Source: an optimization exercise on an open RTL-to-GDS flow (aim: small area). Production flows keep margins and buffers that such runs may drop.
The RTL was checked by simulation tests, not by an equivalence proof against the original design.
No activity file was given, so power comes from the tool's default toggle rates.

### flow/config.mk
export PLATFORM = sky130hd
export DESIGN_NAME = pov
export DESIGN_NICKNAME = pov
export VERILOG_FILES = /design/flow/design.v
export SDC_FILE = /design/flow/constraint.sdc
export NUM_CORES = 4
export LEC_CHECK = 0
export CAP_MARGIN = 20
export CORE_MARGIN = 2
export CORE_UTILIZATION = 40
export SLEW_MARGIN = 20
### flow/constraint.sdc
create_clock -name core_clock -period 10.0 [get_ports {ClkPort}]
set_input_delay 2.0000 -clock core_clock [delete_from_list [all_inputs] [get_ports {ClkPort}]]
set_output_delay 2.0000 -clock core_clock [all_outputs]
set_load 0.01 [all_outputs]
### flow/design.v
module pov
	(MemOE, MemWR, RamCS, FlashCS, QuadSpiFlashCS,
	ClkPort,
	BtnL, BtnU, BtnD, BtnR,
	BtnC,
	Sw7, Sw6, Sw5, Sw4, Sw3, Sw2, Sw1, Sw0,
	Ld2, Ld1, Ld0,
	JA1,
	JA2,
	JA3,
	JA4
	);
	input		ClkPort;
	input		BtnL, BtnU, BtnD, BtnR, BtnC;
	input		Sw7, Sw6, Sw5, Sw4, Sw3, Sw2, Sw1, Sw0;
	output 	MemOE, MemWR, RamCS, FlashCS, QuadSpiFlashCS;
	output 	Ld0, Ld1, Ld2;
	output wire JA1, JA2, JA4;
	input wire JA3;
	wire clk = ClkPort;
	wire rst = BtnC;
	assign {MemOE, MemWR, RamCS, FlashCS, QuadSpiFlashCS} = 5'b11111;
	assign JA4 = 1'b1;
	reg [4:0] r;
	wire sec_tick = (r == 5'd17);                       
	always @(posedge clk, posedge rst)
		if (rst)
			r <= 5'd18;
		else
			r <= (r == 5'd19) ? 5'd0 : r + 5'd1;
	reg [2:0] sec5;
	wire pix_evt;                                      
	reg [3:0] so, mo, ho;
	reg [2:0] st, mt;
	reg [1:0] ht;
	reg       pending;    
	reg       blank;      
	wire s1 = (so == 4'd9);
	wire s2 = s1 && (st == 3'd5);
	wire m1 = s2 && (mo == 4'd9);
	wire m2 = m1 && (mt == 3'd5);
	wire hwrap = (ht == 2'd2) && (ho == 4'd4);
	wire [3:0] n_so = s1 ? 4'd0 : so + 4'd1;
	wire [2:0] n_st = s2 ? 3'd0 : (s1 ? st + 3'd1 : st);
	wire [3:0] n_mo = m1 ? 4'd0 : (s2 ? mo + 4'd1 : mo);
	wire [2:0] n_mt = m2 ? 3'd0 : (m1 ? mt + 3'd1 : mt);
	wire [3:0] n_ho = m2 ? ((hwrap || ho == 4'd9) ? 4'd0 : ho + 4'd1) : ho;
	wire [1:0] n_ht = m2 ? (hwrap ? 2'd0 : (ho == 4'd9 ? ht + 2'd1 : ht)) : ht;
	assign pix_evt = (r == 5'd16) && (sec5 == 3'd4) && (so == 4'd9);
	wire [2:0] q = r[2:0];    
	wire done_s = s2 || (q > st);
	wire done_m = m2 || (q > mt) || (!s2 && mo == 4'd0 && q == mt);
	wire done_h = (m2 && hwrap) || (q > {1'b0, ht}) || (!m2 && ho == 4'd0 && q == {1'b0, ht});
	wire latch = pending && !r[4] && (q != 3'd0) && done_s && done_m && done_h;
	always @(posedge clk, posedge rst)
		if (rst) begin
			so <= 4'd0; st <= 3'd4;
			mo <= 4'd4; mt <= 3'd3;
			ho <= 4'd4; ht <= 2'd0;
			pending <= 1'b0;
			blank <= 1'b1;
			sec5 <= 3'd0;
		end else begin
			if (sec_tick)
				pending <= 1'b1;
			if (latch) begin
				pending <= 1'b0;
				blank <= 1'b0;
				so <= n_so; st <= n_st;
				mo <= n_mo; mt <= n_mt;
				ho <= n_ho; ht <= n_ht;
				if (s1)
					sec5 <= (sec5 == 3'd4) ? 3'd0 : sec5 + 3'd1;
			end
		end
	localparam WAIT = 2'd0, RIGHT_PAD = 2'd1, DIGIT = 2'd2, DIGIT_PAD = 2'd3;
	reg [1:0] state;
	reg [4:0] pc;
	reg [2:0] dc;
	reg       write_data;
	assign {Ld2, Ld1, Ld0} = {1'b0, state};
	reg [3:0] digit;
	always @* begin
		case (dc)
			3'd0: digit = so;
			3'd1: digit = {1'b0, st};
			3'd2: digit = mo;
			3'd3: digit = {1'b0, mt};
			3'd4: digit = ho;
			default: digit = {2'b0, ht};
		endcase
		if (blank)
			digit = 4'd0;
	end
	reg [6:0] glyph;
	always @* begin
		glyph = 7'd0;
		case (digit)
			4'd1: case (pc[2:0])
				3'd0: glyph = 7'b1000000;
				3'd1: glyph = 7'b1111111;
				3'd2: glyph = 7'b1000010;
				default: glyph = 7'd0;
			endcase
			4'd2: case (pc[2:0])
				3'd0: glyph = 7'b1000110;
				3'd1: glyph = 7'b1001001;
				3'd2: glyph = 7'b1010001;
				3'd3: glyph = 7'b1100001;
				3'd4: glyph = 7'b1000010;
				default: glyph = 7'd0;
			endcase
			4'd3: case (pc[2:0])
				3'd0: glyph = 7'b0110110;
				3'd1: glyph = 7'b1001001;
				3'd2: glyph = 7'b1001001;
				3'd3: glyph = 7'b1001001;
				3'd4: glyph = 7'b0100010;
				default: glyph = 7'd0;
			endcase
			4'd4: case (pc[2:0])
				3'd0: glyph = 7'b0010000;
				3'd1: glyph = 7'b1111111;
				3'd2: glyph = 7'b0010010;
				3'd3: glyph = 7'b0010100;
				3'd4: glyph = 7'b0011000;
				default: glyph = 7'd0;
			endcase
			4'd5: case (pc[2:0])
				3'd0: glyph = 7'b0110001;
				3'd1: glyph = 7'b1001001;
				3'd2: glyph = 7'b1001001;
				3'd3: glyph = 7'b1001001;
				3'd4: glyph = 7'b0101111;
				default: glyph = 7'd0;
			endcase
			4'd6: case (pc[2:0])
				3'd0: glyph = 7'b0110010;
				3'd1: glyph = 7'b1001001;
				3'd2: glyph = 7'b1001001;
				3'd3: glyph = 7'b1001001;
				3'd4: glyph = 7'b0111110;
				default: glyph = 7'd0;
			endcase
			4'd7: case (pc[2:0])
				3'd0: glyph = 7'b0000111;
				3'd1: glyph = 7'b0001001;
				3'd2: glyph = 7'b1110001;
				3'd3: glyph = 7'b0000001;
				3'd4: glyph = 7'b0111110;
				default: glyph = 7'd0;
			endcase
			4'd8: case (pc[2:0])
				3'd0: glyph = 7'b0110110;
				3'd1: glyph = 7'b1001001;
				3'd2: glyph = 7'b1001001;
				3'd3: glyph = 7'b1001001;
				3'd4: glyph = 7'b0110110;
				default: glyph = 7'd0;
			endcase
			4'd9: case (pc[2:0])
				3'd0: glyph = 7'b0111110;
				3'd1: glyph = 7'b1001001;
				3'd2: glyph = 7'b1001001;
				3'd3: glyph = 7'b1001001;
				3'd4: glyph = 7'b0100110;
				default: glyph = 7'd0;
			endcase
			default: case (pc[2:0])
				3'd0: glyph = 7'b0111110;
				3'd1: glyph = 7'b1000101;
				3'd2: glyph = 7'b1001001;
				3'd3: glyph = 7'b1010001;
				3'd4: glyph = 7'b0111110;
				default: glyph = 7'd0;
			endcase
		endcase
	end
	always @(posedge clk, posedge rst)
		if (rst) begin
			state <= WAIT;
			write_data <= 1'b1;
		end else begin
			case (state)
				WAIT: begin
					write_data <= 1'b0;
					if (!JA3) begin
						state <= RIGHT_PAD;
						write_data <= 1'b1;
					end
				end
				RIGHT_PAD:
					if (pix_evt && pc == 5'd31)
						state <= DIGIT;
				DIGIT: begin
					if (pix_evt && pc == 5'd5) begin
						if (dc == 3'd1 || dc == 3'd3)
							state <= DIGIT_PAD;
						else if (dc == 3'd5)
							state <= WAIT;
					end
				end
				DIGIT_PAD:
					if (pix_evt && pc == 5'd1)
						state <= DIGIT;
			endcase
		end
	always @(posedge clk)
		case (state)
			WAIT:
				if (!JA3) begin
					pc <= 5'd0;
					dc <= 3'd0;
				end
			RIGHT_PAD:
				if (pix_evt)
					pc <= pc + 5'd1;
			DIGIT:
				if (pix_evt) begin
					if (pc == 5'd5) begin
						pc <= 5'd0;
						dc <= dc + 3'd1;
					end else
						pc <= pc + 5'd1;
				end
			DIGIT_PAD:
				if (pix_evt)
					pc <= (pc == 5'd1) ? 5'd0 : pc + 5'd1;
		endcase
	localparam F_IDLE = 3'd0, F_START = 3'd1, F_TRIG = 3'd2, F_LOAD = 3'd3,
	           F_XFER = 3'd4, F_TAIL = 3'd5, F_UNLOAD = 3'd6, F_DONE = 3'd7;
	reg [2:0] phase;
	reg [1:0] div3;
	reg       bus_clk;
	reg [3:0] w;         
	reg [4:0] k;         
	reg       lit;       
	always @(posedge clk, posedge rst)
		if (rst)
			div3 <= 2'd0;
		else
			div3 <= (div3 == 2'd2) ? 2'd0 : div3 + 2'd1;
	always @(posedge clk, posedge rst)
		if (rst) begin
			phase <= F_IDLE;
			bus_clk <= 1'b0;
		end else
			case (phase)
				F_IDLE:   if (write_data) phase <= F_START;
				F_START:  phase <= F_TRIG;
				F_TRIG:   phase <= F_LOAD;
				F_LOAD:   phase <= F_XFER;
				F_XFER:
					if (div3 == 2'd2) begin
						bus_clk <= !bus_clk;
						if (bus_clk && k == 5'd0)
							phase <= F_TAIL;
					end
				F_TAIL:   phase <= F_UNLOAD;
				F_UNLOAD: phase <= F_DONE;
				F_DONE:   phase <= (w == 4'd9) ? F_IDLE : F_TRIG;
			endcase
	wire [7:0] led_lit = (state == DIGIT) ?
		{glyph[0], glyph[1], glyph[2], glyph[3], glyph[4], glyph[5], glyph[6], 1'b0} : 8'd0;
	always @(posedge clk)
		case (phase)
			F_START: w <= 4'd0;
			F_UNLOAD: lit <= led_lit[w[2:0]];
			F_DONE: w <= w + 4'd1;
			F_LOAD: k <= 5'd31;
			F_XFER:
				if (div3 == 2'd2 && bus_clk)
					k <= k - 5'd1;
			default: ;
		endcase
	reg bit_val;
	always @*
		if (w == 4'd0)
			bit_val = 1'b0;
		else if (w == 4'd9)
			bit_val = 1'b1;
		else
			bit_val = (k[4:3] == 2'b11) || ((k == 5'd23 || k == 5'd6) && lit);
	assign JA1 = (phase == F_XFER) && bit_val;
	assign JA2 = bus_clk;
endmodule
### flow/flow/run.sh
#!/bin/bash
set -euo pipefail
export ADDER_MAP_FILE=
export CTS_ARGS="-sink_clustering_enable -repair_clock_nets -dont_use_dummy_load -buf_list sky130_fd_sc_hd__clkbuf_8 -sink_clustering_size 30 -sink_clustering_max_diameter 100"
export BUFFER_PORTS_ARGS="-buffer_cell sky130_fd_sc_hd__buf_1"
bash standard.sh > standard.log 2>&1
### flow/standard.sh
#!/bin/bash
# synth_recipe.tcl (not shown) runs the flow's synth.tcl, then flattens the netlist and writes it again
# the make line also repeats each setting of config.mk as NAME=value (left out here)
make -C /OpenROAD-flow-scripts/flow DESIGN_CONFIG=/design/flow/config.mk WORK_HOME=/design/flow/orfs CLKGATE_MAP_FILE= SYNTH_SCRIPT=/design/flow/synth_recipe.tcl "${@:-finish}"
==> results of run 1 <==
==> worst max-delay path by stage <==
stage,start,end,slack (ns),depth (start not counted)
final,k[0]$_SDFFCE_PN1P_,JA1,6.26,6
after global routing,k[0]$_SDFFCE_PN1P_,JA1,6.05,6
after floorplan,k[0]$_SDFFCE_PN1P_,JA1,6.81,5
after detailed placement,k[0]$_SDFFCE_PN1P_,JA1,6.61,6
after global placement,k[0]$_SDFFCE_PN1P_,JA1,6.60,6
after CTS,k[0]$_SDFFCE_PN1P_,JA1,6.23,6
==> flip-flops by register name (all words and copies together), names as in the netlist, 2 cells and up <==
register  cells
mo            4
r             5
k             5
sec5          3
ht            2
state         2
pc            5
so            4
ho            4
mt            3
div3          2
dc            3
st            3
w             4
phase         3
==> per-layer routing <==
metal / GRT usage [%] / part of all wire (%) / vias to the layer above
met3: 3.99 / 4.7 / 13
met2: 25.5 / 45 / 89
li1: - / - / 1635
met1: 24.5 / 49 / 1607
met5: 0 / 0 / -
met4: 5.24 / 1.4 / 0
==> synth_stat cells, types with 5 or more instances <==
library cell | number | area (um2)
dfstp_2 | 9 | 236
and2_1 | 8 | 50.1
inv_1 | 18 | 67.6
buf_4 | 8 | 60.1
nor3b_1 | 7 | 52.6
and3_1 | 5 | 31.3
nor2_1 | 47 | 176
or3_1 | 7 | 43.8
nand2_1 | 43 | 161
nor3_1 | 14 | 70.1
nand3_1 | 15 | 75.1
xnor2_1 | 16 | 140
edfxtp_1 | 18 | 541
a21oi_1 | 22 | 110
clkbuf_1 | 19 | 71.3
nor2b_1 | 10 | 62.6
xor2_1 | 9 | 78.8
o21ai_0 | 22 | 110
dfrtp_1 | 30 | 751
mux2i_1 | 6 | 60.1
nand2b_1 | 8 | 50.1
o211ai_1 | 7 | 52.6
a31oi_1 | 6 | 37.5
==> per-stage QoR <==
step,worst slack [ns],hold WS (ns),cell area (um2)
CTS,6.23,0.445,4200
detailed placement,6.61,0.434,4070
global placement,6.60,0.425,4070
finish,6.26,0.438,4200
floorplan,6.81,0.411,4070
global route,6.05,0.472,4200
==> cells by family (layout without fill, tap and decap cells) <==
| group | after synthesis | count (layout) |
|---|---|---|
| compound gates | 119 | 119 |
| xor+xnor | 25 | 25 |
| fa+ha+maj | 2 | 2 |
| buf+inv | 54 | 34 |
| flops | 57 | 57 |
| mux | 12 | 12 |
| other cells | 2 | 7 |
| simple gates | 192 | 192 |
==> cell type report <==
cell class | instances | area [um2]
Fill cell | 1002 | 5620
Multi-Input combinational cell | 357 | 2280
Sequential cell | 57 | 1530
Tap cell | 133 | 166
Clock buffer | 9 | 124
Inverter | 18 | 67.6
Timing Repair Buffer | 7 | 30.0
==> layout by cell type (no fill, tap or decap), types with 5 or more instances in the layout <==
cell       n
o21ai_0   22
edfxtp_1  18
dfrtp_1   30
mux2i_1    6
xnor2_1   16
and2_1     8
clkbuf_8   9
dfstp_2    9
buf_1      6
xor2_1     9
conb_1     7
or3_1      7
and3_1     5
o211ai_1   7
nand2b_1   8
nor3b_1    7
inv_1     18
nor2_1    47
a21oi_1   22
a31oi_1    6
nor3_1    14
nand2_1   43
nand3_1   15
nor2b_1   10
==> power breakdown <==
| part | switching, mW | internal (mW) | total, mW |
|---|---|---|---|
| Combinational | 0.192 | 0.123 | 0.316 |
| Clock | 0.0795 | 0.0798 | 0.159 |
| Sequential | 0.0548 | 0.269 | 0.324 |
==> run_results.csv, run 1 <==
group,metric,value,unit
status,status,"finished clean",
cells_and_area,final_cells,581,
route,vias_per_cell,5.76,
timing,worstMarginPinSlew,0.853,ns
cts,post-cts-setup-buffers,0,
critical_path,worstPathRequired,8.00,ns
critical_path,path_max_fanout,6,
timing,slew_violations,0,
synth,ys_warn_count,1,
hold_path,hold_depth,1,
placed_design,io_buffers,6,
timing,slew_headroom,42.9,%
critical_path,worstSetupEndpointType,"primary output",
critical_path,cp_cell_sequence,"nor3_1 > a21oi_1 > o21ai_0 > o21ai_0 > a21oi_1 > buf_1",
cts,cts_resized,0,
synth,syn_area_per_cell,8.75,um2
cts,clock-root-buffer,"clkbuf_8",
hold_path,hold_class,"reg2reg",
cts,path_clk_slew,0.06,ns
synth,synth_compound_area_share,21.9,%
timing,rsz0062_at_grt,"no",
power_and_ir_drop,irDropWorstVdd,132,uV
critical_path,crit_path_start_kind,"flip-flop",
timing,period_minus_slack,3.74,ns
critical_path,arrival,1.74,ns
cells_and_area,final_core_util,42.7,%
synth,synth_simple_gate_area_share,24.5,%
critical_path,timing.rr.start,"dc[1]$_SDFFCE_PN0P_",
critical_path,cp_slowest_stage_delay,0.46,ns
hold_path,min_to,"div3[0]$_DFF_PP0_",
timing,finalCritPeriodShare,37.4,%
run,drv_cap,0,
die,die_area,0.0109,mm2
placed_design,placed_cells,572,
cells_and_area,area_growth,3.61,%
cells_and_area,antenna_cells,0,
cts,clock_latency,0.34,ns
synth,synth_cells,463,
synth,ys_types,82,
timing,tns,0,ns
global_route,antenna_found_initial,0,
critical_path,r2r_cells,9,
cts,clockBufferDepth,2,
global_route,track_usage,17.1,%
critical_path,cp.buffers_inverters,1,
placed_design,hpwl,6370,um
synth,yosysSeqAreaShare,37.7,%
cts,ctsHoldBuffers,0,
global_route,grt_max_degree,40,
timing,worst_clock_skew,0.0215,ns
critical_path,slowest_stage,"edfxtp_1",
die,initial_core_util,41.3,%
synth,ys_ff_latch,57,
global_route,overflow,0,
cells_and_area,drive_gt1_share,9.60,%
global_route,grt_pass1_wl,15400,um
synth,synth_edf_count,18,
cells_and_area,nets,465,
route,route.detailed.drc,0,
power_and_ir_drop,p_leak,1.53,nW
route,wl,8900,um
critical_path,critPathKind,"reg2out",
timing,fmax,0.267,GHz
die,ioPinCount,26,
synth,synth_ff_type,"dfrtp_1",
synth,ys_async_sr_fraction,68.4,%
global_route,grt_pass1_vias,3140,
route,firstDrtPassIters,5,
cts,clock-sinks,57,
cts,tritoncts.num_buffers,9,
critical_path,timing.rr.end,"lit$_DFFE_PP_",
cts,tritoncts,"done",
placed_design,gp_congestion,0.977,
route,wl_per_cell,15.3,um
route,via_count,3344,
route,first_iter_violations,298,
synth,synth_adder_area_share,0.494,%
synth,synth_top_family_by_area,"simple AND/OR/NAND/NOR gates",
synth,synth_xor_area_share,5.40,%
timing,hold_violations,0,
cts,h-tree-depth,3,
die,die_h,105,um
critical_path,ff2ff_setup_slack,6.69,ns
die,fp.dieW,105,um
die,fp-row-count,36,
power_and_ir_drop,total_power,0.799,mW
power_and_ir_drop,power_density,190,mW/mm2
route,ant_nets,0,
synth,synth.area.mux_share,3.43,%
critical_path,critPathTopFamily,"compound AO/OA/AOI/OAI gates",
synth,syn_area,0.00405,mm2
hold_path,min-delay-start,"div3[0]$_DFF_PP0_",
timing,setup_viol_count_final,0,
die,core_area,0.00982,mm2
==> inputs of run 2 (changes only) <==
==> flow/flow/run.sh (replaced) <==
#!/bin/bash
set -euo pipefail
export ADDER_MAP_FILE=
export CTS_ARGS="-sink_clustering_enable -repair_clock_nets -dont_use_dummy_load -buf_list sky130_fd_sc_hd__clkbuf_4 -sink_clustering_size 20 -sink_clustering_max_diameter 100"
export BUFFER_PORTS_ARGS="-buffer_cell sky130_fd_sc_hd__buf_1"
bash standard.sh > standard.log 2>&1
==> run 2 against run 1 <==
  * Clock skew is 0.015 ns higher
  * Sequential power hardly changed
  * Sequential cell count stayed put
  * Largest power group unchanged
  * Routed wire length is 0.83% lower
  * Still clean
  * Power is 6.0% lower
  * Via count is 0.57% lower
  * Register-to-register slack hardly changed
  * Synthesized area stayed put
  * Critical path type unchanged
  * Combinational power hardly changed
  * Non-clock buffer count stayed put
==> run_results.csv, run 2 <==
group,metric,value,unit
timing,worstMarginPinSlew,0.861,ns
die,ioPinCount,26,
die,core_area,0.00982,mm2
cts,clock-root-buffer,"clkbuf_4",
timing,rsz0062_at_grt,"no",
placed_design,gp_congestion,0.977,
timing,worst_clock_skew,0.0363,ns
timing,period_minus_slack,3.81,ns
synth,ys_ff_latch,57,
timing,hold_violations,0,
synth,synth_edf_count,18,
critical_path,critPathKind,"reg2out",
critical_path,crit_path_start_kind,"flip-flop",
hold_path,hold_class,"reg2reg",
power_and_ir_drop,power_density,181,mW/mm2
global_route,track_usage,17.0,%
timing,setup_viol_count_final,0,
cells_and_area,final_core_util,42.2,%
cts,tritoncts,"done",
cts,clock-sinks,57,
critical_path,slowest_stage,"edfxtp_1",
timing,finalCritPeriodShare,38.1,%
run,drv_cap,0,
die,fp.dieW,105,um
synth,syn_area_per_cell,8.75,um2
route,via_count,3325,
timing,worst_slack,6.19,ns
route,wl,8830,um
global_route,grt_pass1_vias,3123,
synth,ys_types,82,
die,die_area,0.0109,mm2
critical_path,path_max_fanout,6,
route,wl_per_cell,15.2,um
placed_design,hpwl,6370,um
cells_and_area,final_cells,581,
critical_path,cp_cell_sequence,"nor3_1 > a21oi_1 > o21ai_0 > o21ai_0 > a21oi_1 > buf_1",
cts,cts_resized,0,
power_and_ir_drop,irDropWorstVdd,130,uV
die,fp-row-count,36,
cts,clockBufferDepth,2,
cts,tritoncts.num_buffers,9,
timing,slew_violations,0,
route,vias_per_cell,5.72,
synth,ys_warn_count,1,
critical_path,worstSetupEndpointType,"primary output",
critical_path,critPathTopFamily,"compound AO/OA/AOI/OAI gates",
critical_path,arrival,1.81,ns
cells_and_area,antenna_cells,0,
critical_path,cp_slowest_stage_delay,0.47,ns
cts,path_clk_slew,0.09,ns
synth,synth.most_common_cell,"nor2_1",
cells_and_area,area_growth,2.22,%
cells_and_area,mostFrequentLayoutCells,"47 x nor2_1, 43 x nand2_1, 30 x dfrtp_1",
synth,synth_cells,463,
global_route,overflow,0,
synth,synth_area_leaders,"dfrtp_1 19%, edfxtp_1 13%, dfstp_2 5.8%",
critical_path,cp.buffers_inverters,1,
cells_and_area,nets,465,
timing,fmax,0.263,GHz
placed_design,placed_cells,572,
global_route,antenna_found_initial,0,
route,firstDrtPassIters,5,
cells_and_area,drive_gt1_share,9.60,%
route,first_iter_violations,328,
cts,h-tree-depth,3,
cells_and_area,final_common_cell,"nor2_1",
placed_design,io_buffers,6,
power_and_ir_drop,p_leak,1.51,nW
synth,synth_top_area_share,18.5,%
status,status,"finished clean",
synth,yosys.area.top_type,"dfrtp_1",
route,ant_nets,0,
synth,ys_async_sr_fraction,68.4,%
synth,yosysSeqAreaShare,37.7,%
cells_and_area,largest_registers,"k: 5 flops, pc: 5 flops, r: 5 flops",
die,initial_core_util,41.3,%
placed_design,dpl_worst_slack,6.61,ns
cts,post-cts-setup-buffers,0,
global_route,grt_pass1_wl,15300,um
cts,clock_latency,0.40,ns
power_and_ir_drop,total_power,0.751,mW
timing,slew_headroom,42.4,%
global_route,grt_max_degree,40,
critical_path,worstPathRequired,8.00,ns
cts,ctsHoldBuffers,0,
synth,syn_area,0.00405,mm2
timing,tns,0,ns
synth,synthTopCellsByCount,"47 x nor2_1, 43 x nand2_1, 30 x dfrtp_1",
route,route.detailed.drc,0,
synth,synth_ff_type,"dfrtp_1",
die,die_h,105,um
## run 2: cell counts after synthesis
Identical to the previous run, type by type.
## run 2: path summary, 6_finish.rpt
kind / from / endpoint / slack [ns] / cells after the start
min in group asynchronous: BtnC / mo[0]$_DFFE_PP0P_ / 1.69 / 3
max in group asynchronous: BtnC / write_data$_DFFE_PP1P_ / 7.92 / 3
max: k[0]$_SDFFCE_PN1P_ / JA1 / 6.19 / 6
min: div3[0]$_DFF_PP0_ / div3[0]$_DFF_PP0_ / 0.44 / 1
max reg2reg: dc[1]$_SDFFCE_PN0P_ / lit$_DFFE_PP_ / 6.69 / 9
min reg2reg: div3[0]$_DFF_PP0_ / div3[0]$_DFF_PP0_ / 0.44 / 1
## run 2: kinds of logic after synthesis
| group | synth area share (%) |
|---|---|
| AOI/OAI and AO/OA | 21.9 |
| xor gates and xnor gates | 5.40 |
| muxes | 3.43 |
| other | 0.185 |
| adders and majority gates | 0.494 |
| and+or+nand+nor | 24.5 |
| buffers and inverters | 6.42 |
| DFF | 37.7 |
## run 2: stage by stage
| stage | instance area [um2] | hold slack, ns |
|---|---|---|
| floorplan | 4070 | 0.411 |
| global placement | 4070 | 0.425 |
| detailed placement | 4070 | 0.434 |
| CTS | 4140 | 0.448 |
| global route | 4140 | 0.476 |
| finish | 4140 | 0.441 |
## run 2: routing by layer
metal	wire length (um)	vias to the layer above	global-route usage, %
li1	-	1639	-
met1	4280	1578	24.4
met2	4000	99	25.3
met3	458	9	4.18
met4	95	0	5.05
met5	0	-	0
## run 2: layout make-up
type | count | area, um2
fillers | 1004 | 5680
multi-input cells | 357 | 2280
flip-flops and latches | 57 | 1530
well taps | 133 | 166
clock buffers | 9 | 67.6
inverters | 18 | 67.6
repair buffers | 7 | 30.0
## run 2: worst reg2reg max path, cell delays in order (launching register included)
cell       delay [ns]
edfxtp_1         0.69
nand2b_1         0.26
nor3_1           0.07
o32a_1           0.38
nor2_1           0.68
nand2_1          0.14
a2111oi_0        0.48
a211o_1          0.19
a311oi_1         0.10
o211ai_1         0.18
## run 2: report_power, final
group,internal [mW],switching [mW],leakage [nW],total (mW)
sequential,0.269,0.0548,0.637,0.324
clock,0.0417,0.0713,0.0414,0.113
combinational,0.123,0.191,0.827,0.314
total,0.434,0.317,1.51,0.751
==> inputs of run 3 (changes only) <==
--- a/flow/design.v
+++ b/flow/design.v
@@ -22,14 +22,18 @@
 	assign {MemOE, MemWR, RamCS, FlashCS, QuadSpiFlashCS} = 5'b11111;
 	assign JA4 = 1'b1;
 	reg [4:0] r;
+	reg [5:0] cnt50;
 	wire sec_tick = (r == 5'd17);                       
-	always @(posedge clk, posedge rst)
-		if (rst)
+	wire pix_evt  = (r == 5'd16) && (cnt50 == 6'd49);   
+	always @(posedge clk, posedge rst)
+		if (rst) begin
 			r <= 5'd18;
-		else
+			cnt50 <= 6'd0;
+		end else begin
 			r <= (r == 5'd19) ? 5'd0 : r + 5'd1;
-	reg [2:0] sec5;
-	wire pix_evt;                                      
+			if (sec_tick)
+				cnt50 <= (cnt50 == 6'd49) ? 6'd0 : cnt50 + 6'd1;
+		end
 	reg [3:0] so, mo, ho;
 	reg [2:0] st, mt;
 	reg [1:0] ht;
@@ -46,7 +50,6 @@
 	wire [2:0] n_mt = m2 ? 3'd0 : (m1 ? mt + 3'd1 : mt);
 	wire [3:0] n_ho = m2 ? ((hwrap || ho == 4'd9) ? 4'd0 : ho + 4'd1) : ho;
 	wire [1:0] n_ht = m2 ? (hwrap ? 2'd0 : (ho == 4'd9 ? ht + 2'd1 : ht)) : ht;
-	assign pix_evt = (r == 5'd16) && (sec5 == 3'd4) && (so == 4'd9);
 	wire [2:0] q = r[2:0];    
 	wire done_s = s2 || (q > st);
 	wire done_m = m2 || (q > mt) || (!s2 && mo == 4'd0 && q == mt);
@@ -59,7 +62,6 @@
 			ho <= 4'd4; ht <= 2'd0;
 			pending <= 1'b0;
 			blank <= 1'b1;
-			sec5 <= 3'd0;
 		end else begin
 			if (sec_tick)
 				pending <= 1'b1;
@@ -69,8 +71,6 @@
 				so <= n_so; st <= n_st;
 				mo <= n_mo; mt <= n_mt;
 				ho <= n_ho; ht <= n_ht;
-				if (s1)
-					sec5 <= (sec5 == 3'd4) ? 3'd0 : sec5 + 3'd1;
 			end
 		end
 	localparam WAIT = 2'd0, RIGHT_PAD = 2'd1, DIGIT = 2'd2, DIGIT_PAD = 2'd3;
==> flow/run.sh (new file) <==
#!/bin/bash
# synth_recipe.tcl (not shown) runs the flow's synth.tcl, then flattens the netlist and writes it again
# the make line also repeats each setting of config.mk as NAME=value (left out here)
make -C /OpenROAD-flow-scripts/flow DESIGN_CONFIG=/design/flow/config.mk WORK_HOME=/design/flow/orfs CLKGATE_MAP_FILE= SYNTH_SCRIPT=/design/flow/synth_recipe.tcl finish
--- a/flow/config.mk
+++ b/flow/config.mk
@@ -8,4 +8,7 @@
 export CAP_MARGIN = 20
 export CORE_MARGIN = 2
 export CORE_UTILIZATION = 40
+export CTS_BUF_LIST = sky130_fd_sc_hd__clkbuf_8
+export CTS_CLUSTER_DIAMETER = 100
+export CTS_CLUSTER_SIZE = 40
 export SLEW_MARGIN = 20
removed: flow/flow/run.sh
removed: flow/standard.sh
==> run 3 against run 2 <==
  * Still clean
  * Register-to-register slack worse by 0.46 ns
  * Sequential share of layout area is 3.9 points lower
  * Power is 0.28% higher
  * Largest cell class unchanged
  * Largest power group unchanged
==> run_results.csv, run 3 <==
group,metric,value,unit
synth,synth_simple_gate_area_share,19.9,%
route,first_iter_violations,288,
timing,worstMarginPinSlew,0.837,ns
cells_and_area,top_register,"cnt50",
synth,synth_compound_area_share,20.1,%
critical_path,crit_path_start_kind,"flip-flop",
timing,tns,0,ns
cts,cts_resized,0,
die,die_h,110,um
route,via_count,3639,
hold_path,hold_class,"reg2reg",
die,ioPinCount,26,
critical_path,critPathTopFamily,"compound AO/OA/AOI/OAI gates",
synth,ys_types,76,
synth,syn_area,0.00452,mm2
global_route,track_usage,16.8,%
run,drv_cap,0,
synth,synth.area.mux_share,4.16,%
die,fp.dieW,110,um
timing,finalCritPeriodShare,42.4,%
critical_path,critPathKind,"reg2out",
synth,synthTopCellsByCount,"49 x nand2_1, 48 x nor2_1, 42 x ha_1",
global_route,overflow,0,
placed_design,io_buffers,6,
critical_path,r2r_cells,9,
cells_and_area,area_growth,7.54,%
synth,synth_ff_type,"dfrtp_1",
cells_and_area,antenna_cells,0,
synth,synth.most_common_cell,"nand2_1",
timing,slew_headroom,43.4,%
cells_and_area,final_common_cell,"nand2_1",
timing,setup_viol_count_final,0,
route,firstDrtPassIters,5,
route,wl,9420,um
cts,clock-sinks,60,
global_route,grt_pass1_vias,3307,
synth,synth_top_area_share,18.3,%
cts,h-tree-depth,3,
critical_path,path_max_fanout,4,
critical_path,arrival,2.24,ns
cts,tritoncts.num_buffers,9,
power_and_ir_drop,p_leak,1.98,nW
critical_path,timing.rr.end,"lit$_DFFE_PP_",
hold_path,hold_depth,1,
cells_and_area,mostFrequentLayoutCells,"49 x nand2_1, 48 x nor2_1, 42 x ha_1",
cells_and_area,final_cells,647,
synth,synth_cells,499,
critical_path,worstSetupEndpointType,"primary output",
timing,period_minus_slack,4.24,ns
status,status,"finished clean",
synth,yosys.area.top_type,"dfrtp_1",
synth,synth_top_family_by_area,"compound AO/OA/AOI/OAI gates",
power_and_ir_drop,irDropWorstVdd,133,uV
synth,ys_ff_latch,60,
cells_and_area,largest_reg_flops,6,
cts,ctsHoldBuffers,0,
cts,tritoncts,"done",
synth,yosysSeqAreaShare,35.5,%
synth,ys_async_sr_fraction,70.0,%
critical_path,cp.buffers_inverters,2,
synth,synth_edf_count,18,
cts,post-cts-setup-buffers,0,
route,wl_per_cell,14.6,um
cells_and_area,drive_gt1_share,12.4,%
cts,path_clk_slew,0.08,ns
global_route,antenna_found_initial,0,
power_and_ir_drop,total_power,0.753,mW
timing,worst_clock_skew,0.0111,ns
placed_design,gp_congestion,0.877,
route,vias_per_cell,5.62,
synth,synth_xor_area_share,2.91,%
synth,synth_adder_area_share,11.6,%
hold_path,min_to,"div3[1]$_DFF_PP0_",
timing,hold_ws,0.452,ns
critical_path,worstPathRequired,8.00,ns
cts,clockBufferDepth,2,
timing,rsz0062_at_grt,"no",
die,initial_core_util,41.3,%
critical_path,ff2ff_setup_slack,6.23,ns
cells_and_area,nFillCells,1042,
placed_design,placed_cells,631,
critical_path,slowest_stage,"clkdlybuf4s50_1",
cells_and_area,nets,559,
critical_path,cp_slowest_stage_delay,0.48,ns
power_and_ir_drop,power_density,155,mW/mm2
timing,hold_violations,0,
global_route,grt_max_degree,43,
synth,syn_area_per_cell,9.05,um2
die,core_area,0.0109,mm2
placed_design,hpwl,6970,um
synth,ys_warn_count,1,
route,route.detailed.drc,0,
timing,slew_violations,0,
hold_path,min-delay-start,"div3[1]$_DFF_PP0_",
global_route,grt_pass1_wl,16000,um
route,ant_nets,0,
cts,clock-root-buffer,"clkbuf_8",
cts,clock_latency,0.35,ns
timing,fmax,0.236,GHz
critical_path,cp_cell_sequence,"inv_1 > ha_1 > a22o_1 > a32o_1 > o21ai_0 > a21oi_1 > clkdlybuf4s50_1",
die,die_area,0.0122,mm2
die,fp-row-count,38,
synth,synth_area_leaders,"dfrtp_1 18%, edfxtp_1 12%, ha_1 12%",
critical_path,timing.rr.start,"dc[2]$_SDFFCE_PN0P_",
run 3: changes by cell type in the layout (fill, tap and decap cells not counted), sizes merged, moves of 7 or more:
cell    previous run  this run
o211ai             7         0
mux2               5        13
o21ai             25        40
xor2               9         2
a21oi             23        15
ha                 0        42
inv               18        39
run 3: logic make-up after synthesis:
logic type               count (synthesis)
AO/OA/AOI/OAI                          126
XOR/XNOR                                15
adder cells (fa/ha/maj)                 42
buffers and inverters                   58
flip-flops                              60
multiplexers                            16
other                                    2
AND/OR/NAND/NOR                        180
run 3: stage by stage:
stage / setup WS (ns) / cell area, um2 / utilization (%)
after floorplan: 6.68 / 4530 / -
after global placement: 6.14 / 4670 / 42.7
after detailed placement: 6.13 / 4670 / 42.7
after CTS: 5.73 / 4860 / 44.4
after global routing: 5.54 / 4860 / 44.4
final: 5.76 / 4860 / 44.4
run 3: final cells by class:
cell class | count | area, um2 | area share (%)
multi-input combinational | 386 | 2680 | 55.1
sequential | 60 | 1600 | 33.0
tap | 140 | 175 | 3.61
clock buffer | 10 | 138 | 2.83
inverter | 36 | 135 | 2.78
timing repair buffer | 9 | 82.6 | 1.70
clock inverter | 6 | 45.0 | 0.928
run 3: worst max path at each step:
stage	slack (ns)	endpoint	depth (start not counted)	startpoint
2_1_floorplan	6.68	JA1	6	k[0]$_SDFFCE_PN1P_
3_3_place_gp	6.14	JA1	7	k[0]$_SDFFCE_PN1P_
3_5_place_dp	6.13	JA1	7	k[0]$_SDFFCE_PN1P_
4_1_cts	5.73	JA1	7	k[0]$_SDFFCE_PN1P_
5_1_grt	5.54	JA1	7	k[0]$_SDFFCE_PN1P_
6_report	5.76	JA1	7	k[0]$_SDFFCE_PN1P_
run 3: layer usage:
layer | up-vias | part of all wire, % | GRT usage (%)
li1 | 1797 | - | -
met4 | 0 | 1.5 | 5.54
met5 | - | 0 | 0
met1 | 1736 | 49 | 23.0
met3 | 16 | 3.6 | 3.29
met2 | 90 | 46 | 26.7
run 3: where the power goes:
part           internal, mW  switching (mW)  leakage (nW)
clock                0.0986           0.108        0.0902
combinational        0.0979           0.144          1.22
sequential            0.276          0.0288         0.672
total                 0.473           0.280          1.98
==> inputs of run 4 (changes only) <==
--- a/flow/design.v
+++ b/flow/design.v
@@ -22,18 +22,14 @@
 	assign {MemOE, MemWR, RamCS, FlashCS, QuadSpiFlashCS} = 5'b11111;
 	assign JA4 = 1'b1;
 	reg [4:0] r;
-	reg [5:0] cnt50;
 	wire sec_tick = (r == 5'd17);                       
-	wire pix_evt  = (r == 5'd16) && (cnt50 == 6'd49);   
-	always @(posedge clk, posedge rst)
-		if (rst) begin
+	always @(posedge clk, posedge rst)
+		if (rst)
 			r <= 5'd18;
-			cnt50 <= 6'd0;
-		end else begin
+		else
 			r <= (r == 5'd19) ? 5'd0 : r + 5'd1;
-			if (sec_tick)
-				cnt50 <= (cnt50 == 6'd49) ? 6'd0 : cnt50 + 6'd1;
-		end
+	reg [2:0] sec5;
+	wire pix_evt;                                      
 	reg [3:0] so, mo, ho;
 	reg [2:0] st, mt;
 	reg [1:0] ht;
@@ -50,6 +46,7 @@
 	wire [2:0] n_mt = m2 ? 3'd0 : (m1 ? mt + 3'd1 : mt);
 	wire [3:0] n_ho = m2 ? ((hwrap || ho == 4'd9) ? 4'd0 : ho + 4'd1) : ho;
 	wire [1:0] n_ht = m2 ? (hwrap ? 2'd0 : (ho == 4'd9 ? ht + 2'd1 : ht)) : ht;
+	assign pix_evt = (r == 5'd16) && (sec5 == 3'd4) && (so == 4'd9);
 	wire [2:0] q = r[2:0];    
 	wire done_s = s2 || (q > st);
 	wire done_m = m2 || (q > mt) || (!s2 && mo == 4'd0 && q == mt);
@@ -62,6 +59,7 @@
 			ho <= 4'd4; ht <= 2'd0;
 			pending <= 1'b0;
 			blank <= 1'b1;
+			sec5 <= 3'd0;
 		end else begin
 			if (sec_tick)
 				pending <= 1'b1;
@@ -71,6 +69,8 @@
 				so <= n_so; st <= n_st;
 				mo <= n_mo; mt <= n_mt;
 				ho <= n_ho; ht <= n_ht;
+				if (s1)
+					sec5 <= (sec5 == 3'd4) ? 3'd0 : sec5 + 3'd1;
 			end
 		end
 	localparam WAIT = 2'd0, RIGHT_PAD = 2'd1, DIGIT = 2'd2, DIGIT_PAD = 2'd3;
==> flow/flow/run.sh (new file) <==
#!/bin/bash
# The standard layout (standard.sh) with these changes:
#  - synthesis: synth_recipe.tcl unchanged, except that ABC maps the logic with
#    an area-oriented script (flow/abc_area.script) and adders are left to ABC
#    instead of being mapped to half/full-adder cells;
#  - CTS: small clock buffers (clkbuf_4) and no dummy loads;
#  - ports are buffered with buf_1.
# make's output goes to standard.log; each ORFS step writes its own log
# under orfs/logs.
set -euo pipefail
work=$(pwd)
script="$work/flow/abc_area.script"
{
  cat <<EOT
proc abc {args} {
  set i [lsearch -exact \$args -script]
  if {\$i >= 0} { lset args [expr {\$i + 1}] {$script} }
  yosys abc {*}\$args
}
EOT
  cat "$work/synth_recipe.tcl"
} > "$work/area_synth.tcl"
sed "s|SYNTH_SCRIPT=[^ ]*|SYNTH_SCRIPT=$work/area_synth.tcl|" "$work/standard.sh" > "$work/area_standard.sh"
grep -q "SYNTH_SCRIPT=$work/area_synth.tcl" "$work/area_standard.sh"
export ADDER_MAP_FILE=
export CTS_ARGS="-sink_clustering_enable -repair_clock_nets -dont_use_dummy_load -buf_list sky130_fd_sc_hd__clkbuf_4 -sink_clustering_size 20 -sink_clustering_max_diameter 100"
export BUFFER_PORTS_ARGS="-buffer_cell sky130_fd_sc_hd__buf_1"
bash "$work/area_standard.sh" > "$work/standard.log" 2>&1
==> flow/flow/abc_area.script (new file) <==
strash
balance
rewrite
refactor
balance
rewrite
rewrite -z
balance
refactor -z
rewrite -z
balance
dch -f
amap
topo
==> flow/standard.sh (new file) <==
#!/bin/bash
# synth_recipe.tcl (not shown) runs the flow's synth.tcl, then flattens the netlist and writes it again
# the make line also repeats each setting of config.mk as NAME=value (left out here)
make -C /OpenROAD-flow-scripts/flow DESIGN_CONFIG=/design/flow/config.mk WORK_HOME=/design/flow/orfs CLKGATE_MAP_FILE= SYNTH_SCRIPT=/design/flow/synth_recipe.tcl "${@:-finish}"
--- a/flow/config.mk
+++ b/flow/config.mk
@@ -8,7 +8,4 @@
 export CAP_MARGIN = 20
 export CORE_MARGIN = 2
 export CORE_UTILIZATION = 40
-export CTS_BUF_LIST = sky130_fd_sc_hd__clkbuf_8
-export CTS_CLUSTER_DIAMETER = 100
-export CTS_CLUSTER_SIZE = 40
 export SLEW_MARGIN = 20
removed: flow/run.sh
==> run 4 against run 3 <==
  * Sequential share of layout area is 9.8 points higher
  * Largest power group unchanged
  * Register-to-register slack worse by 0.11 ns
  * Sequential power down 22%
  * Highest routed layer unchanged
  * Via count decreased by 16%
  * Still clean
==> run_results.csv, run 4 <==
group,metric,value,unit
run,drv_cap,0,
route,wl_per_cell,14.0,um
timing,period_minus_slack,3.88,ns
route,firstDrtPassIters,4,
synth,synth_cells,429,
timing,rsz0062_at_grt,"no",
critical_path,r2r_cells,16,
placed_design,hpwl,5770,um
synth,synth_ff_type,"dfrtp_1",
global_route,grt_pass1_wl,13300,um
route,wl,7700,um
critical_path,crit_start,"st[2]$_DFFE_PP1P_",
route,route.detailed.drc,0,
power_and_ir_drop,power_density,102,mW/mm2
critical_path,endpoint,"sec5[2]$_DFFE_PP0P_",
synth,synthTopCellsByCount,"95 x nor2_1, 68 x clkinv_1, 42 x nand2_1",
status,status,"finished clean",
hold_path,min-delay-start,"div3[0]$_DFF_PP0_",
route,first_iter_violations,173,
critical_path,ff2ff_setup_slack,6.12,ns
synth,synth_edf_count,18,
cts,path_clk_slew,0.10,ns
power_and_ir_drop,power_switching,0.0814,mW
route,ant_nets,0,
power_and_ir_drop,power_frac_comb,1.3,%
critical_path,critPathKind,"reg2reg",
synth,syn_area,0.00336,mm2
timing,worst_clock_skew,0.0260,ns
critical_path,worstSetupEndpointType,"flip-flop",
die,die_area,0.00916,mm2
synth,yosys.area.top_type,"dfrtp_1",
die,ioPinCount,26,
cts,ctsHoldBuffers,0,
die,fp.dieW,95.7,um
timing,setup_viol_count_final,0,
critical_path,worstPathRequired,10.30,ns
synth,yosysSeqAreaShare,45.4,%
global_route,antenna_found_initial,0,
timing,worstMarginPinSlew,0.730,ns
power_and_ir_drop,intPower,0.282,mW
cts,clock-sinks,57,
power_and_ir_drop,p_clk_share,32.8,%
placed_design,gp_congestion,0.931,
timing,hold_violations,0,
global_route,track_usage,18.8,%
critical_path,timing.rr.end,"sec5[2]$_DFFE_PP0P_",
cells_and_area,largest_registers,"k: 5 flops, pc: 5 flops, r: 5 flops",
placed_design,io_buffers,6,
route,via_count,3068,
die,fp-row-count,33,
cts,clockBufferDepth,2,
cts,clock_latency,0.41,ns
synth,syn_area_per_cell,7.84,um2
critical_path,timing.rr.start,"st[2]$_DFFE_PP1P_",
critical_path,arrival,4.17,ns
power_and_ir_drop,total_power,0.363,mW
synth,ys_warn_count,1,
die,die_h,95.7,um
power_and_ir_drop,irDropWorstVdd,54.2,uV
cells_and_area,final_common_cell,"nor2_1",
synth,ys_async_sr_fraction,68.4,%
power_and_ir_drop,swShare,22.4,%
synth,ys_types,40,
cells_and_area,drive_gt1_share,4.50,%
cells_and_area,mostFrequentLayoutCells,"95 x nor2_1, 68 x clkinv_1, 42 x nand2_1",
cts,tritoncts,"done",
route,vias_per_cell,5.59,
die,core_area,0.00818,mm2
timing,slew_violations,0,
cells_and_area,area_growth,6.02,%
cells_and_area,nets,461,
global_route,grt_pass1_vias,2869,
hold_path,hold_depth,1,
synth,synth_area_leaders,"dfrtp_1 22%, edfxtp_1 16%, nor2_1 11%",
die,initial_core_util,41.2,%
global_route,grt_max_degree,40,
critical_path,path_max_fanout,4,
cts,h-tree-depth,3,
cts,cts_resized,0,
global_route,overflow,0,
power_and_ir_drop,seqPwrFrac,65.9,%
synth,synth_top_area_share,22.3,%
timing,tns,0,ns
timing,fmax,0.258,GHz
timing,finalCritPeriodShare,38.8,%
cts,clock-root-buffer,"clkbuf_4",
timing,slew_headroom,50.6,%
power_and_ir_drop,p_leak,1.23,nW
cts,tritoncts.num_buffers,9,
cells_and_area,antenna_cells,0,
critical_path,crit_path_start_kind,"flip-flop",
hold_path,hold_class,"reg2reg",
synth,synth.most_common_cell,"nor2_1",
cts,post-cts-setup-buffers,0,
synth,ys_ff_latch,57,
[run 4: cell type report]
type	count	area (um2)
fill	833	4610
multi-input combinational	302	1550
sequential	57	1530
inverter	68	255
tap	105	131
clock buffer	9	67.6
timing repair buffer	8	37.5
[run 4: per-layer routing]
layer / vias up / GRT usage, % / part of all wire [%]
li1: 1541 / - / -
met1: 1410 / 25.4 / 47
met2: 88 / 28.0 / 45
met3: 29 / 4.39 / 4.5
met4: 0 / 10.0 / 3.5
met5: - / 0 / 0
[run 4: worst min path at each step]
stage,endpoint,slack [ns]
floorplan,div3[0]$_DFF_PP0_,0.40
global placement,div3[0]$_DFF_PP0_,0.41
detailed placement,div3[0]$_DFF_PP0_,0.42
CTS,div3[0]$_DFF_PP0_,0.43
global route,div3[0]$_DFF_PP0_,0.47
finish,div3[0]$_DFF_PP0_,0.42
[run 4: logic make-up (layout without fill, tap and decap cells)]
logic type	after synthesis	in the layout	synth area share, %
simple gates	186	186	23.4
compound gates	108	108	21.6
buf+inv	75	85	9.15
flops	57	57	45.4
other cells	2	7	0.223
xor+xnor	1	1	0.260
[run 4: power by group through the flow]
| stage | Sequential (mW) | Clock (mW) | Combinational, mW |
|---|---|---|---|
| after floorplan | 0.244 | 0 | 0.00547 |
| after global routing | 0.239 | 0.134 | 0.00577 |
| after detailed placement | 0.244 | 0 | 0.00500 |
| after global placement | 0.244 | 0 | 0.00499 |
| after CTS | 0.239 | 0.125 | 0.00499 |
| final | 0.239 | 0.119 | 0.00469 |
[run 4: critical path, stage by stage (launching register included)]
cell and delay [ns]:
dfstp_2 0.54, clkinv_1 0.15, nor4_1 0.62, nand3_1 0.22
nor4_1 0.50, nand2_1 0.09, o21ai_0 0.10, a311oi_1 0.07
nor3_1 0.28, clkinv_1 0.18, nor2_1 0.23, clkinv_1 0.18
nor2b_1 0.23, nand2_1 0.10, o21a_1 0.12, nor2_1 0.09
o22ai_1 0.08
[run 4: metrics by stage]
stage / std cells / utilization, % / worst slack (ns) / instance area [um2] / hold slack, ns
2_1_floorplan: 434 / - / 6.54 / 3380 / 0.404
3_3_place_gp: 540 / 42.8 / 6.21 / 3500 / 0.414
3_5_place_dp: 540 / 42.8 / 6.17 / 3500 / 0.419
4_1_cts: 549 / 43.6 / 6.10 / 3570 / 0.431
5_1_grt: 549 / 43.6 / 5.59 / 3570 / 0.465
6_report: 549 / 43.6 / 6.12 / 3570 / 0.425
==> inputs of run 5 (changes only) <==
--- a/flow/design.v
+++ b/flow/design.v
@@ -34,7 +34,7 @@
 	reg [2:0] st, mt;
 	reg [1:0] ht;
 	reg       pending;    
-	reg       blank;      
+	wire      blank = sec5[2] & sec5[0];   
 	wire s1 = (so == 4'd9);
 	wire s2 = s1 && (st == 3'd5);
 	wire m1 = s2 && (mo == 4'd9);
@@ -46,7 +46,7 @@
 	wire [2:0] n_mt = m2 ? 3'd0 : (m1 ? mt + 3'd1 : mt);
 	wire [3:0] n_ho = m2 ? ((hwrap || ho == 4'd9) ? 4'd0 : ho + 4'd1) : ho;
 	wire [1:0] n_ht = m2 ? (hwrap ? 2'd0 : (ho == 4'd9 ? ht + 2'd1 : ht)) : ht;
-	assign pix_evt = (r == 5'd16) && (sec5 == 3'd4) && (so == 4'd9);
+	assign pix_evt = (r == 5'd16) && sec5[2] && (so == 4'd9);   
 	wire [2:0] q = r[2:0];    
 	wire done_s = s2 || (q > st);
 	wire done_m = m2 || (q > mt) || (!s2 && mo == 4'd0 && q == mt);
@@ -58,24 +58,22 @@
 			mo <= 4'd4; mt <= 3'd3;
 			ho <= 4'd4; ht <= 2'd0;
 			pending <= 1'b0;
-			blank <= 1'b1;
-			sec5 <= 3'd0;
+			sec5 <= 3'd5;
 		end else begin
 			if (sec_tick)
 				pending <= 1'b1;
 			if (latch) begin
 				pending <= 1'b0;
-				blank <= 1'b0;
 				so <= n_so; st <= n_st;
 				mo <= n_mo; mt <= n_mt;
 				ho <= n_ho; ht <= n_ht;
-				if (s1)
-					sec5 <= (sec5 == 3'd4) ? 3'd0 : sec5 + 3'd1;
+				if (s1 || blank)
+					sec5 <= sec5[2] ? 3'd0 : sec5 + 3'd1;
 			end
 		end
 	localparam WAIT = 2'd0, RIGHT_PAD = 2'd1, DIGIT = 2'd2, DIGIT_PAD = 2'd3;
 	reg [1:0] state;
-	reg [4:0] pc;
+	reg [2:0] pc;
 	reg [2:0] dc;
 	reg       write_data;
 	assign {Ld2, Ld1, Ld0} = {1'b0, state};
@@ -190,10 +188,10 @@
 					end
 				end
 				RIGHT_PAD:
-					if (pix_evt && pc == 5'd31)
+					if (pix_evt && {dc[1:0], pc} == 5'd31)
 						state <= DIGIT;
 				DIGIT: begin
-					if (pix_evt && pc == 5'd5) begin
+					if (pix_evt && pc == 3'd5) begin
 						if (dc == 3'd1 || dc == 3'd3)
 							state <= DIGIT_PAD;
 						else if (dc == 3'd5)
@@ -201,7 +199,7 @@
 					end
 				end
 				DIGIT_PAD:
-					if (pix_evt && pc == 5'd1)
+					if (pix_evt && pc == 3'd1)
 						state <= DIGIT;
 			endcase
 		end
@@ -209,23 +207,23 @@
 		case (state)
 			WAIT:
 				if (!JA3) begin
-					pc <= 5'd0;
+					pc <= 3'd0;
 					dc <= 3'd0;
 				end
 			RIGHT_PAD:
 				if (pix_evt)
-					pc <= pc + 5'd1;
+					{dc[1:0], pc} <= {dc[1:0], pc} + 5'd1;
 			DIGIT:
 				if (pix_evt) begin
-					if (pc == 5'd5) begin
-						pc <= 5'd0;
+					if (pc == 3'd5) begin
+						pc <= 3'd0;
 						dc <= dc + 3'd1;
 					end else
-						pc <= pc + 5'd1;
+						pc <= pc + 3'd1;
 				end
 			DIGIT_PAD:
 				if (pix_evt)
-					pc <= (pc == 5'd1) ? 5'd0 : pc + 5'd1;
+					pc <= (pc == 3'd1) ? 3'd0 : pc + 3'd1;
 		endcase
 	localparam F_IDLE = 3'd0, F_START = 3'd1, F_TRIG = 3'd2, F_LOAD = 3'd3,
 	           F_XFER = 3'd4, F_TAIL = 3'd5, F_UNLOAD = 3'd6, F_DONE = 3'd7;
--- a/flow/flow/run.sh
+++ b/flow/flow/run.sh
@@ -3,7 +3,7 @@
 #  - synthesis: synth_recipe.tcl unchanged, except that ABC maps the logic with
 #    an area-oriented script (flow/abc_area.script) and adders are left to ABC
 #    instead of being mapped to half/full-adder cells;
-#  - CTS: small clock buffers (clkbuf_4) and no dummy loads;
+#  - CTS: clkbuf_8 clock buffers and no dummy loads;
 #  - ports are buffered with buf_1.
 # make's output goes to standard.log; each ORFS step writes its own log
 # under orfs/logs.
@@ -23,6 +23,6 @@
 sed "s|SYNTH_SCRIPT=[^ ]*|SYNTH_SCRIPT=$work/area_synth.tcl|" "$work/standard.sh" > "$work/area_standard.sh"
 grep -q "SYNTH_SCRIPT=$work/area_synth.tcl" "$work/area_standard.sh"
 export ADDER_MAP_FILE=
-export CTS_ARGS="-sink_clustering_enable -repair_clock_nets -dont_use_dummy_load -buf_list sky130_fd_sc_hd__clkbuf_4 -sink_clustering_size 20 -sink_clustering_max_diameter 100"
+export CTS_ARGS="-sink_clustering_enable -repair_clock_nets -dont_use_dummy_load -buf_list sky130_fd_sc_hd__clkbuf_8 -sink_clustering_size 20 -sink_clustering_max_diameter 100"
 export BUFFER_PORTS_ARGS="-buffer_cell sky130_fd_sc_hd__buf_1"
 bash "$work/area_standard.sh" > "$work/standard.log" 2>&1
==> flow/flow/abc_area.script (replaced) <==
strash
balance
rewrite
refactor
balance
rewrite
rewrite -z
balance
refactor -z
rewrite -z
balance
dch -f
amap
strash
balance
rewrite
refactor
balance
rewrite
rewrite -z
balance
refactor -z
rewrite -z
balance
dch -f
amap
strash
balance
rewrite
refactor
balance
rewrite
rewrite -z
balance
refactor -z
rewrite -z
balance
dch -f
amap
topo
--- a/flow/config.mk
+++ b/flow/config.mk
@@ -7,5 +7,6 @@
 export LEC_CHECK = 0
 export CAP_MARGIN = 20
 export CORE_MARGIN = 2
-export CORE_UTILIZATION = 40
+export CORE_UTILIZATION = 70
+export PLACE_DENSITY = 0.8
 export SLEW_MARGIN = 20
==> run 5 against run 4 <==
  * Still clean
  * Core utilization up 33 points
  * Combinational power rose to 65 times the previous value
  * First-iteration DRC count up 130%
  * Clock skew is 0.0011 ns lower
  * Clock-buffer cell count down 4
  * Routed wire length fell by 2.4%
  * Power up 110%
  * Sequential share of layout area down 0.68 points
  * Final area down 4.0%
  * Largest cell class unchanged
  * Highest routed layer unchanged
==> run_results.csv, run 5 <==
group,metric,value,unit
synth,ys_async_sr_fraction,70.4,%
placed_design,hpwl,5620,um
cells_and_area,nFillCells,334,
critical_path,worstSetupEndpointType,"flip-flop",
timing,period_minus_slack,3.94,ns
die,ioPinCount,26,
critical_path,cp_common_cell,"nor2_1",
synth,synth.most_common_cell,"nor2_1",
global_route,antenna_found_initial,0,
hold_path,hold_class,"reg2reg",
cts,tritoncts,"done",
timing,worst_clock_skew,0.0249,ns
placed_design,gp_congestion,0.962,
cells_and_area,mostFrequentLayoutCells,"92 x nor2_1, 73 x clkinv_1, 43 x nand2_1",
die,die_area,0.00526,mm2
critical_path,slowest_stage,"o32ai_1",
cts,post-cts-setup-buffers,0,
synth,syn_area,0.00329,mm2
synth,ys_ff_latch,54,
power_and_ir_drop,power_density,217,mW/mm2
timing,worstMarginPinSlew,0.744,ns
cells_and_area,final_common_cell,"nor2_1",
cells_and_area,final_core_util,77.1,%
synth,yosys.area.top_type,"dfrtp_1",
cells_and_area,multiInputGateArea,0.00154,mm2
cts,h-tree-depth,2,
critical_path,arrival,3.98,ns
global_route,overflow,0,
route,ant_nets,0,
timing,slew_violations,0,
cts,ctsHoldBuffers,0,
synth,ys_warn_count,1,
critical_path,cp_slowest_stage_delay,0.68,ns
cells_and_area,ff_latch_area,0.00144,mm2
synth,synth_cells,426,
status,status,"finished clean",
critical_path,critPathKind,"reg2reg",
route,route.detailed.drc,0,
critical_path,crit_start,"dc[0]$_DFFE_PP_",
placed_design,dpl-instance-area,0.00336,mm2
die,fp.dieW,72.5,um
cells_and_area,post-route-cell-area,0.00343,mm2
synth,synth_ff_type,"dfrtp_1",
synth,synth_edf_count,16,
global_route,grt_pass1_vias,2932,
critical_path,timing.rr.start,"dc[0]$_DFFE_PP_",
die,fp-row-count,24,
cts,cts_resized,0,
die,core_area,0.00444,mm2
run,drv_cap,0,
route,wl_per_cell,15.4,um
cts,clock-root-buffer,"clkbuf_8",
critical_path,crit_path_start_kind,"flip-flop",
cells_and_area,area_growth,4.19,%
synth,syn_area_per_cell,7.72,um2
synth,synthTopCellsByCount,"92 x nor2_1, 73 x clkinv_1, 43 x nand2_1",
route,via_count,3184,
cells_and_area,nets,454,
timing,finalCritPeriodShare,39.4,%
critical_path,worstPathRequired,10.04,ns
power_and_ir_drop,irDropWorstVdd,139,uV
synth,ys_types,43,
cts,clock-sinks,54,
die,initial_core_util,74.0,%
synth,yosysSeqAreaShare,43.9,%
cts,tritoncts.num_buffers,5,
route,first_iter_violations,391,
timing,fmax,0.254,GHz
global_route,grt_max_degree,39,
synth,synth_top_area_share,21.3,%
placed_design,io_buffers,6,
timing,setup_viol_count_final,0,
global_route,grt_pass1_wl,13100,um
power_and_ir_drop,total_power,0.744,mW
route,firstDrtPassIters,5,
route,wl,7520,um
power_and_ir_drop,p_leak,1.24,nW
cts,clockBufferDepth,2,
die,die_h,72.5,um
cells_and_area,antenna_cells,0,
timing,slew_headroom,50.2,%
route,vias_per_cell,6.51,
timing,tns,0,ns
cts,clock_latency,0.30,ns
critical_path,path_max_fanout,9,
cts,path_clk_slew,0.10,ns
timing,rsz0062_at_grt,"no",
global_route,track_usage,31.5,%
timing,hold_violations,0,
cells_and_area,largest_registers,"k: 5 flops, r: 5 flops",
critical_path,cp_cell_sequence,"nor2_1 > nor2_1 > a221o_1 > o21ai_0 > clkinv_1 > o32ai_1 > clkinv_1 > nor2_1 > clkinv_1 > o221a_1 > o21ai_0 > and3_1 > nor2_1",
hold_path,min-delay-start,"div3[0]$_DFF_PP0_",
synth,synth_area_leaders,"dfrtp_1 21%, edfxtp_1 15%, nor2_1 11%",
cells_and_area,drive_gt1_share,3.89,%
run 5: cell types whose count changed after synthesis, sizes merged, moves of 3 or more:
cell	change
a2111oi	-5
a21oi	-7
clkinv	+5
nand3	+7
nor2	-3
nor3	-4
o21ai	+3
or2	-3
run 5: path summary, 6_finish.rpt:
path                                     endpoint  slack (ns)  depth (start not counted)
max                                 lit$_DFFE_PP_        6.06                         13
min                             div3[0]$_DFF_PP0_        0.45                          1
max reg2reg                         lit$_DFFE_PP_        6.06                         13
min reg2reg                     div3[0]$_DFF_PP0_        0.45                          1
max in group asynchronous  write_data$_DFFE_PP1P_        7.84                          3
min in group asynchronous       mt[2]$_DFFE_PP0P_        1.78                          3
run 5: final cells by class:
cell class              count  share of cell area (%)
repair buffers              8                    1.10
flip-flops and latches     54                    42.1
well taps                  52                    1.90
inverters                  73                    8.00
multi-input cells         297                    44.9
clock buffers               5                    2.01
run 5: logic make-up after synthesis:
logic type      count (synthesis)  synth area share (%)
compound gates                110                  23.2
buf+inv                        80                  9.93
flops                          54                  43.9
other cells                     2                 0.228
simple gates                  180                  22.8
run 5: power by group:
part | switching, mW | internal (mW) | leakage (nW) | total, mW
sequential | 0.0483 | 0.284 | 0.599 | 0.332
clock | 0.0633 | 0.0454 | 0.0359 | 0.109
combinational | 0.208 | 0.0953 | 0.605 | 0.304
total | 0.320 | 0.424 | 1.24 | 0.744
run 5: metal layers:
metal,GRT usage [%],up-vias,routed length [um]
met5,0,-,0
met4,10.9,0,160
met2,50.4,165,3500
met1,44.3,1481,3260
met3,4.44,22,595
li1,-,1516,-
run 5: critical path: cells and delay by family (launching register included):
| kind | cells | cell delay, ns |
|---|---|---|
| compound gates | 5 | 1.76 |
| buf+inv | 3 | 0.62 |
| flops | 1 | 0.52 |
| simple gates | 5 | 0.77 |
run 5: per-stage QoR:
stage	hold slack [ns]	instances	worst slack, ns
floorplan	0.404	431	6.57
global placement	0.415	484	6.19
detailed placement	0.442	484	6.22
CTS	0.455	489	6.15
global route	0.463	489	5.68
finish	0.449	489	6.06
==> inputs of run 6 (changes only) <==
--- a/flow/flow/run.sh
+++ b/flow/flow/run.sh
@@ -1,7 +1,8 @@
 #!/bin/bash
 # The standard layout (standard.sh) with these changes:
 #  - synthesis: synth_recipe.tcl unchanged, except that ABC maps the logic with
-#    an area-oriented script (flow/abc_area.script) and adders are left to ABC
+#    an area-oriented script (flow/abc_area.script, with &deepsyn) and adders
+#    are left to ABC
 #    instead of being mapped to half/full-adder cells;
 #  - CTS: clkbuf_8 clock buffers and no dummy loads;
 #  - ports are buffered with buf_1.
==> flow/flow/abc_area.script (replaced) <==
strash
balance
rewrite
refactor
balance
rewrite
rewrite -z
balance
refactor -z
rewrite -z
balance
&get -n
&deepsyn -T 90 -S 7
&put
dch -f
amap
strash
balance
rewrite
refactor
balance
rewrite
rewrite -z
balance
refactor -z
rewrite -z
balance
dch -f
amap
topo
==> run 6 against run 5 <==
  * Global-route usage down 3.2 points
  * First-iteration DRC count down 27%
  * Fmax down 3.1%
  * Hold slack worse by 0.0084 ns
  * Clock-buffer cell count unchanged
  * Die area down 6.1%
  * Clock skew down 0.012 ns
  * Routed wire length down 13%
  * Critical path type unchanged
  * Register-to-register slack worse by 0.13 ns
  * Core utilization down 2.2 points
  * Power down 54%
  * Still clean on timing, DRC and antenna
==> run_results.csv, run 6 <==
group,metric,value,unit
critical_path,cp.buffers_inverters,3,
cts,cts_resized,0,
route,first_iter_violations,286,
critical_path,critPathTopFamily,"compound AO/OA/AOI/OAI gates",
global_route,busiest_layer,"met2",
timing,finalCritPeriodShare,40.7,%
critical_path,slowest_stage,"a2111oi_0",
critical_path,worstSetupEndpointType,"flip-flop",
timing,slew_headroom,37.0,%
die,die_area,0.00494,mm2
power_and_ir_drop,total_power,0.342,mW
power_and_ir_drop,irDropWorstVdd,86.0,uV
global_route,grt_pass1_wl,11200,um
cells_and_area,final_common_cell,"nor2_1",
critical_path,critPathKind,"reg2reg",
power_and_ir_drop,swShare,20.3,%
synth,synthTopCellsByCount,"101 x nor2_1, 70 x clkinv_1, 32 x nand2_1",
cts,ctsHoldBuffers,0,
cells_and_area,final_cells,457,
hold_path,min_to,"div3[0]$_DFF_PP0_",
timing,hold_ws,0.440,ns
cells_and_area,mostFrequentLayoutCells,"101 x nor2_1, 70 x clkinv_1, 32 x nand2_1",
timing,rsz0062_at_grt,"no",
critical_path,r2r_cells,20,
die,ioPinCount,26,
power_and_ir_drop,intPower,0.272,mW
cts,clockBufferDepth,2,
placed_design,gp_congestion,0.906,
power_and_ir_drop,power_switching,0.0694,mW
die,initial_core_util,71.6,%
global_route,grt_max_degree,39,
timing,worst_slack,5.93,ns
synth,syn_area_per_cell,7.81,um2
timing,worst_clock_skew,0.0126,ns
critical_path,ff2ff_setup_slack,5.93,ns
global_route,track_usage,28.3,%
route,firstDrtPassIters,5,
synth,ys_async_sr_fraction,70.4,%
timing,worstMarginPinSlew,0.922,ns
hold_path,hold_depth,1,
critical_path,path_max_fanout,6,
hold_path,hold_class,"reg2reg",
die,core_area,0.00429,mm2
synth,ys_warn_count,1,
power_and_ir_drop,power_frac_comb,1.3,%
global_route,gr-usage-met3,5.92,%
global_route,overflow,0,
cts,post-cts-setup-buffers,0,
synth,synth_top_area_share,22.8,%
power_and_ir_drop,seqPwrFrac,66.2,%
power_and_ir_drop,p_leak,1.16,nW
timing,period_minus_slack,4.07,ns
die,fp.dieW,70.3,um
critical_path,cp_cell_sequence,"nor2_1 > clkinv_1 > o21ai_0 > o21ai_0 > a2111oi_0 > a21oi_1 > nand2_1 > o221ai_1 > clkinv_1 > o21ai_0 > nor2_1 > clkinv_1 > a21oi_1 > a211oi_1 > o21ai_0 > o21ai_0 > a31oi_1 > a31oi_1 > nor2b_1 > nor2_1",
timing,tns,0,ns
synth,synth_edf_count,16,
cts,tritoncts,"done",
route,route.detailed.drc,0,
placed_design,hpwl,5030,um
cells_and_area,nets,422,
die,die_h,70.3,um
synth,synth_ff_type,"dfrtp_1",
critical_path,timing.rr.end,"lit$_DFFE_PP_",
critical_path,arrival,4.13,ns
critical_path,cp_slowest_stage_delay,0.74,ns
cts,h-tree-depth,2,
global_route,gr-usage-met2,44.2,%
status,status,"finished clean",
cells_and_area,largest_registers,"k: 5 flops, r: 5 flops",
global_route,use_met1,39.7,%
placed_design,io_buffers,6,
cts,path_clk_slew,0.09,ns
timing,slew_violations,0,
timing,fmax,0.246,GHz
synth,ys_types,34,
cells_and_area,antenna_cells,0,
route,wl_per_cell,14.3,um
synth,yosys.area.top_type,"dfrtp_1",
synth,synth.most_common_cell,"nor2_1",
timing,setup_viol_count_final,0,
run,drv_cap,0,
route,ant_nets,0,
critical_path,cp_common_cell,"o21ai_0",
global_route,antenna_found_initial,0,
placed_design,dpl_worst_slack,6.02,ns
synth,yosysSeqAreaShare,46.9,%
route,via_count,2696,
power_and_ir_drop,power_density,106,mW/mm2
synth,synth_area_leaders,"dfrtp_1 23%, edfxtp_1 16%, nor2_1 12%",
cells_and_area,drive_gt1_share,4.20,%
synth,ys_ff_latch,54,
cts,tritoncts.num_buffers,5,
synth,syn_area,0.00308,mm2
critical_path,timing.rr.start,"dc[0]$_DFFE_PP_",
critical_path,worstPathRequired,10.06,ns
cts,clock_latency,0.31,ns
power_and_ir_drop,p_clk_share,32.4,%
placed_design,placed_cells,452,
critical_path,crit_path_start_kind,"flip-flop",
die,fp-row-count,24,
timing,hold_violations,0,
synth,synth_cells,394,
cells_and_area,area_growth,4.47,%
cts,clock-sinks,54,
critical_path,crit_start,"dc[0]$_DFFE_PP_",
cts,clock-root-buffer,"clkbuf_8",
hold_path,min-delay-start,"div3[0]$_DFF_PP0_",
global_route,grt_pass1_vias,2512,
route,vias_per_cell,5.90,
route,wl,6560,um
## run 6: changes by cell type in the layout (fill, tap and decap cells not counted), moves of 3 or more
cell      change
nand2_1      -11
o221ai_1      -3
nor3_1        -5
a31oi_1       -6
o22ai_1       -3
a21oi_1       +4
nand3_1      -10
clkinv_1      -3
a211oi_1      +4
nor2_1        +9
## run 6: worst max-delay path by stage
stage                     to  cells after the start
2_1_floorplan            JA1                      5
3_3_place_gp   lit$_DFFE_PP_                     20
3_5_place_dp   lit$_DFFE_PP_                     20
4_1_cts        lit$_DFFE_PP_                     20
5_1_grt        lit$_DFFE_PP_                     20
6_report       lit$_DFFE_PP_                     20
## run 6: layout make-up
cell class | count | area (um2)
timing repair buffer | 8 | 37.5
fill | 323 | 1080
multi-input combinational | 268 | 1340
clock buffer | 5 | 68.8
inverter | 70 | 263
sequential | 54 | 1440
tap | 52 | 65.1
## run 6: layer usage
layer	part of all wire (%)	vias to the layer above
li1	-	1382
met1	47	1229
met2	47	77
met3	4.7	8
met4	1.2	0
met5	0	-
## run 6: logic make-up (layout without fill, tap and decap cells)
group | count (synthesis) | after routing | share of synthesized area (%)
AND/OR/NAND/NOR | 163 | 163 | 21.6
AO/OA/AOI/OAI | 98 | 98 | 21.0
buffers and inverters | 77 | 83 | 10.2
flip-flops | 54 | 54 | 46.9
other | 2 | 7 | 0.244
## run 6: power groups by stage
stage / Combinational, mW / Clock [mW] / Sequential, mW
final: 0.00457 / 0.111 / 0.226
after CTS: 0.00472 / 0.113 / 0.226
after detailed placement: 0.00471 / 0 / 0.231
after global routing: 0.00545 / 0.119 / 0.226
after global placement: 0.00469 / 0 / 0.231
after floorplan: 0.00541 / 0 / 0.231
## run 6: metrics by stage
step	cell area, um2	util [%]
final	3210	74.9
after global routing	3210	74.9
after detailed placement	3150	73.3
after floorplan	3100	-
after global placement	3150	73.3
after CTS	3210	74.9

Check on run 6: ideal ports give 5.931 ns setup slack; a clkbuf_16 on the clock port and buf_2 on the inputs give 5.931 ns; moving port delays by the midpoint clock arrival (0.328 ns) as well gives 5.931 ns.
